What follows belongs to an exercise in optimizing a design on an open flow for small area, a short achievable clock period and few clock cycles per item; a production flow would make more cautious choices.
Function was checked by simulation only, so behaviour that the tests miss may differ from the original.

// seqpolar
module seqpolar(i_clk, i_reset, i_stb, i_xval, i_yval, i_aux, o_busy,
		o_done, o_mag, o_phase, o_aux);
clock: 7.0 ns
lec_check: 0
cap_margin: 20
core_margin: 2
core_utilization: 40
setup_slack_margin: 2.5
slew_margin: 20
run.sh (not shown) runs the stock make flow with config.mk's settings and CLKGATE_MAP_FILE= SYNTH_SCRIPT=/design/flow/synth_recipe.tcl, a recipe that flattens the netlist after the stock synthesis.
The first run completed with no timing, DRC or antenna violations.
Testbench counts at the start, summed over its fixed seeds: cycles 18,182, items 512.
Edit:
--- a/flow/config.mk
+++ b/flow/config.mk
@@ -8,5 +8,5 @@
 export CAP_MARGIN = 20
 export CORE_MARGIN = 2
-export CORE_UTILIZATION = 40
+export CORE_UTILIZATION = 60
 export SETUP_SLACK_MARGIN = 2.5
 export SLEW_MARGIN = 20
Global-route usage climbs by 10 points.
Maximum frequency drops by 2.0%.
Setup slack got worse by 0.092 ns.
Synthesized cell count stays the same.
Via count climbs by 1.8%.
Register-to-register slack got worse by 0.09 ns.
Count of clock-buffer cells in the layout stays the same.
Worst hold slack got worse by 0.031 ns.
Edit:
==> flow/flow/run.sh (new file) <==
#!/bin/bash
set -euo pipefail
export BUFFER_PORTS_ARGS="-buffer_cell sky130_fd_sc_hd__buf_1"
bash standard.sh > standard_flow.log 2>&1
==> flow/standard.sh (new file) <==
#!/bin/bash
# synth_recipe.tcl (not shown) runs the flow's synth.tcl, then flattens the netlist and writes it again
# the make line also repeats each setting of config.mk as NAME=value (left out here)
make -C /OpenROAD-flow-scripts/flow DESIGN_CONFIG=/design/flow/config.mk WORK_HOME=/design/flow/orfs CLKGATE_MAP_FILE= SYNTH_SCRIPT=/design/flow/synth_recipe.tcl "${@:-finish}"
--- a/flow/config.mk
+++ b/flow/config.mk
@@ -8,5 +8,5 @@
 export CAP_MARGIN = 20
 export CORE_MARGIN = 2
-export CORE_UTILIZATION = 60
+export CORE_UTILIZATION = 40
 export SETUP_SLACK_MARGIN = 2.5
 export SLEW_MARGIN = 20
removed: flow/run.sh
Hold slack degrades by 0.0089 ns.
Synthesized area stays the same.
Non-clock buffer count increases by 3.
Edit:
==> flow/run.sh (new file) <==
#!/bin/bash
# synth_recipe.tcl (not shown) runs the flow's synth.tcl, then flattens the netlist and writes it again
# the make line also repeats each setting of config.mk as NAME=value (left out here)
make -C /OpenROAD-flow-scripts/flow DESIGN_CONFIG=/design/flow/config.mk WORK_HOME=/design/flow/orfs CLKGATE_MAP_FILE= SYNTH_SCRIPT=/design/flow/synth_recipe.tcl finish
--- a/flow/config.mk
+++ b/flow/config.mk
@@ -8,5 +8,5 @@
 export CAP_MARGIN = 20
 export CORE_MARGIN = 2
-export CORE_UTILIZATION = 40
-export SETUP_SLACK_MARGIN = 2.5
+export CORE_UTILIZATION = 60
+export SETUP_SLACK_MARGIN = 2.8
 export SLEW_MARGIN = 20
removed: flow/flow/run.sh
removed: flow/standard.sh
First-iteration DRC count went up by 17%.
Sequential share of layout area came out lower by 1.1 points.
Cell area went up by 6.8%.
Synthesized cell count is unchanged.
Critical path depth is lower by 4.
Final cell count came out lower by 4.4%.
Die area is lower by 33%.
Worst setup slack is worse by 0.012 ns.
Count of clock-buffer cells in the layout grows by 1.
Edit:
--- a/flow/config.mk
+++ b/flow/config.mk
@@ -8,5 +8,5 @@
 export CAP_MARGIN = 20
 export CORE_MARGIN = 2
-export CORE_UTILIZATION = 60
-export SETUP_SLACK_MARGIN = 2.8
+export CORE_UTILIZATION = 40
+export SETUP_SLACK_MARGIN = 2
 export SLEW_MARGIN = 20
Effect: Final area is lower by about 6%. Synthesized cell count stays the same. Routed wire length is lower by 2.5%. Count of clock-buffer cells in the layout is higher by 2. Final cell count goes up by about 3%. Sequential cell count is unchanged. Worst setup slack loses 0.25 ns. Hold slack got worse by 0.0032 ns. Global-route usage went down by 12 points.

========
Setup of red:
seqpolar, a different RTL version from the one above (not shown whole).
Size: ~120 I/O pins, about 13,000 um2 of cells after synthesis.
==> flow/config.mk <==
export PLATFORM = sky130hd
export DESIGN_NAME = seqpolar
export DESIGN_NICKNAME = seqpolar
export VERILOG_FILES = /design/flow/design.v
export SDC_FILE = /design/flow/constraint.sdc
export NUM_CORES = 4
export LEC_CHECK = 0
export CAP_MARGIN = 20
export CORE_MARGIN = 2
export CORE_UTILIZATION = 40
export CTS_BUF_LIST = sky130_fd_sc_hd__clkbuf_8
export SETUP_SLACK_MARGIN = 2.5
export SLEW_MARGIN = 20
==> flow/constraint.sdc <==
create_clock -name core_clock -period 7.0 [get_ports {i_clk}]
set_input_delay 1.4000 -clock core_clock [delete_from_list [all_inputs] [get_ports {i_clk}]]
set_output_delay 1.4000 -clock core_clock [all_outputs]
set_load 0.01 [all_outputs]
standard.sh (not shown) runs the stock make flow with config.mk's settings and CLKGATE_MAP_FILE= SYNTH_SCRIPT=/design/flow/synth_recipe.tcl, a recipe that flattens the netlist after the stock synthesis.
==> flow/flow/run.sh <==
#!/bin/bash
set -euo pipefail
export BUFFER_PORTS_ARGS="-buffer_cell sky130_fd_sc_hd__buf_1"
bash standard.sh > standard_flow.log 2>&1
Testbench counts of red, summed over its fixed seeds: cycles 18,182, items 512.
#### Input delta (blue over red)
- CORE_UTILIZATION: 40 -> 65
Results
- blue against red: biggest fanout along the worst timing path shows an increase of 5.
- Global-route usage over all layers up 13 points in blue wrt red
- Of blue and red, the lower setup slack belongs to red.
Input changes introduced in green (baseline for comparison: blue):
- swapping 65 for 40 in CORE_UTILIZATION
- swapping 2.5 for 2.7 in SETUP_SLACK_MARGIN
Findings:
No run among blue and green stopped early or left any final violation; all are clean. Per the comparison of green with blue, post-layout worst setup margin increased 0.084 ns. Maximum clock frequency: blue and green compared, lower one is blue. Of the two values seen for uppermost layer routed, met5 was produced by blue and met4 by green. The initial core utilization number comes out lower for green vs blue. Weighted congestion at the end of routability-driven global placement: green < blue. ~same smallest hold slack in blue and green.

========
Another version of the RTL of seqpolar (not shown whole).
For scale: about 130 flip-flops, roughly 12000 um^2 of cells after synthesis.
## seqpolar
module seqpolar(i_clk, i_reset, i_stb, i_xval, i_yval, i_aux, o_busy,
		o_done, o_mag, o_phase, o_aux);
	input	wire		i_clk, i_reset, i_stb;
	input	wire	[28:0]	i_xval, i_yval;
	input	wire		i_aux;
	output	wire		o_busy;
	output	reg		o_done;
	output	wire	[25:0]	o_mag;
	output	wire	[25:0]	o_phase;
	output	reg		o_aux;
	reg		busy;
	reg		rot;		 
	reg		k5;
	reg	[3:0]	sa;		 
	reg	[7:0]	sc;		 
	reg		sa1x, sa2x;	 
	reg		sc1x, sc2x, sc3x;	 
	reg		kbig;		 
	reg	[33:0]	xv;		 
	reg	[39:4]	yn;		 
	reg	[35:1]	ph;		 
	wire	sx = i_xval[28], sy = i_yval[28];
	wire	[33:0]	ex = { {1{sx}}, i_xval, 4'b0 };
	wire	[39:4]	ey = { {7{sy}}, i_yval };
	wire	[33:0]	ld_x = sx ? { {2{sx}}, i_xval, 3'b0 } : ex;
	wire	[35:1]	ld_p = { !sx, !(sx^sy), 33'h1c7c6e34f };
	wire		d = yn[39];			 
	wire	[35:0]	y0 = { yn[35:4], 4'b0 };
	wire	[35:0]	ya0;
	assign	ya0[0] = (sa[0] & y0[0]) | (sa[1] & y0[2]) | (sa[2] & y0[4]) | (sa[3] & y0[6]);
	assign	ya0[1] = (sa[0] & y0[1]) | (sa[1] & y0[3]) | (sa[2] & y0[5]) | (sa[3] & y0[7]);
	assign	ya0[2] = (sa[0] & y0[2]) | (sa[1] & y0[4]) | (sa[2] & y0[6]) | (sa[3] & y0[8]);
	assign	ya0[3] = (sa[0] & y0[3]) | (sa[1] & y0[5]) | (sa[2] & y0[7]) | (sa[3] & y0[9]);
	assign	ya0[4] = (sa[0] & y0[4]) | (sa[1] & y0[6]) | (sa[2] & y0[8]) | (sa[3] & y0[10]);
	assign	ya0[5] = (sa[0] & y0[5]) | (sa[1] & y0[7]) | (sa[2] & y0[9]) | (sa[3] & y0[11]);
  ...
export LEC_CHECK = 0
export CAP_MARGIN = 20
export CORE_MARGIN = 2
export CORE_UTILIZATION = 40
export CTS_BUF_LIST = sky130_fd_sc_hd__clkbuf_8
export SETUP_SLACK_MARGIN = 2.8
export SLEW_MARGIN = 20
create_clock -name core_clock -period 7.0 [get_ports {i_clk}]
Scripts as last shown in full above: flow/flow/run.sh
Testbench counts at the start, summed over its fixed seeds: cycles 18,182, items 512.
Edit:
- CORE_UTILIZATION: 40 -> 50
- SETUP_SLACK_MARGIN: 2.8 -> 2.6
The changed run finished clean.
Non-clock buffer count stays the same.
Worst setup slack gets worse by 21 ps.
Die area shrinks by 20%.
Sequential cell count is unchanged.
Edit:
- CORE_UTILIZATION: 50 -> 40
What happened:
- area after synthesis does not change
- cell area is lower by 3.6%
- global-route usage is lower by 6.9 points
- cell count is higher by 2.0%
- sequential cell count does not change
- worst setup slack gets better by 95 ps
- fmax is higher by 2.1%
- register-to-register slack gets better by 90 ps
Edit:
- CORE_UTILIZATION: 40 -> 65
=>
- routed wire length falls by 1.0%
- first-iteration DRC count rises by 58%
- critical path depth climbs by 1
- hold slack barely changes
- area after synthesis stays the same
- worst setup slack got worse by 160 ps
- cell area grows by 2.1%
- global-route usage increases by 13 points
- synthesized cell count stays the same

========
Setup of the previous run:
Starting RTL as in the previous note.
Settings: LEC_CHECK=0, CAP_MARGIN=20, CORE_MARGIN=2, CORE_UTILIZATION=40, CTS_BUF_LIST=sky130_fd_sc_hd__clkbuf_8, PLACE_DENSITY=0.7, SETUP_SLACK_MARGIN=2.6, SLEW_MARGIN=20; clock period 7.0 ns.
Scripts as last shown in full above: flow/flow/run.sh
Testbench counts of the previous run, summed over its fixed seeds: cycles 18,182, items 512.
diff inputs: the previous run => the current run
Settings: removing PLACE_DENSITY (formerly 0.7).
==> flow/run.sh (new file) <==
#!/bin/bash
# synth_recipe.tcl (not shown) runs the flow's synth.tcl, then flattens the netlist and writes it again
# the make line also repeats each setting of config.mk as NAME=value (left out here)
make -C /OpenROAD-flow-scripts/flow DESIGN_CONFIG=/design/flow/config.mk WORK_HOME=/design/flow/orfs CLKGATE_MAP_FILE= SYNTH_SCRIPT=/design/flow/synth_recipe.tcl finish
removed: flow/flow/run.sh
removed: flow/standard.sh
Notes after the runs:
- Sum of met3 wire segment lengths after detailed routing of the current run exceeds that of the previous run slightly.
- Of the current run and the previous run, it is the current run that has the lower final cell count.
- The current run against the previous run: worst hold margin saw a decrease; post-route minimum period saw a decrease; number of DRC violations after detailed routing comparable; wire length of the first global-routing pass rose by 1.9%.
- Against the previous run, the final cell area of the current run is higher.

[what the ideal ports hide]
How much do the figures lean on ideal ports? The routed layouts below were timed once more, with nothing changed but the port constraints. Step 1 (the two cells are an assumption about what drives the block):
set clk [get_ports {i_clk}]
set_driving_cell -lib_cell sky130_fd_sc_hd__clkbuf_16 $clk
set_driving_cell -lib_cell sky130_fd_sc_hd__buf_2 [delete_from_list [all_inputs] $clk]
Step 2 moves the port delays by t, midway between the first and last clock arrival at a register: inputs arrive t later, outputs are due t later. That takes back most of the time a late clock gives input paths. Three values: ideal ports, drivers, drivers and shift; two values: the first two.
run	t (ns)	slack for setup (ns)	hold WS [ns]	clock arrival spread, ns	slew at the worst register clock pin (ns)
the first run of note 1	0.485	2.559 / 2.559 / 2.559	0.545 / 0.545 / 0.545	0.019 / 0.019	0.08 / 0.08
the second run of note 1	0.477	2.467 / 2.467 / 2.467	0.515 / 0.515 / 0.515	0.010 / 0.010	0.07 / 0.07
the third run of note 1	0.491	2.485 / 2.485 / 2.485	0.506 / 0.506 / 0.506	0.015 / 0.015	0.08 / 0.08
the fourth run of note 1	0.478	2.473 / 2.473 / 2.473	0.529 / 0.529 / 0.529	0.014 / 0.015	0.07 / 0.07
the fifth run of note 1	0.486	2.219 / 2.219 / 2.219	0.526 / 0.526 / 0.526	0.014 / 0.014	0.07 / 0.07
red	0.530	2.576 / 2.576 / 2.576	0.528 / 0.528 / 0.528	0.025 / 0.025	0.10 / 0.10
blue	0.518	2.615 / 2.615 / 2.615	0.512 / 0.512 / 0.512	0.021 / 0.021	0.10 / 0.10
green	0.524	2.699 / 2.699 / 2.699	0.514 / 0.514 / 0.514	0.020 / 0.019	0.10 / 0.10
the first run of note 3	0.546	2.463 / 2.463 / 2.463	0.532 / 0.532 / 0.532	0.031 / 0.032	0.12 / 0.12
the second run of note 3	0.518	2.442 / 2.442 / 2.442	0.518 / 0.518 / 0.518	0.016 / 0.015	0.10 / 0.10
the third run of note 3	0.528	2.537 / 2.537 / 2.537	0.517 / 0.517 / 0.517	0.020 / 0.021	0.11 / 0.11
the fourth run of note 3	0.523	2.379 / 2.379 / 2.379	0.520 / 0.520 / 0.520	0.021 / 0.020	0.10 / 0.10
the previous run	0.521	2.440 / 2.440 / 2.440	0.521 / 0.521 / 0.521	0.020 / 0.020	0.09 / 0.09
the current run	0.526	2.466 / 2.466 / 2.466	0.514 / 0.514 / 0.514	0.020 / 0.021	0.10 / 0.10
After both steps every run listed still meets setup and hold.
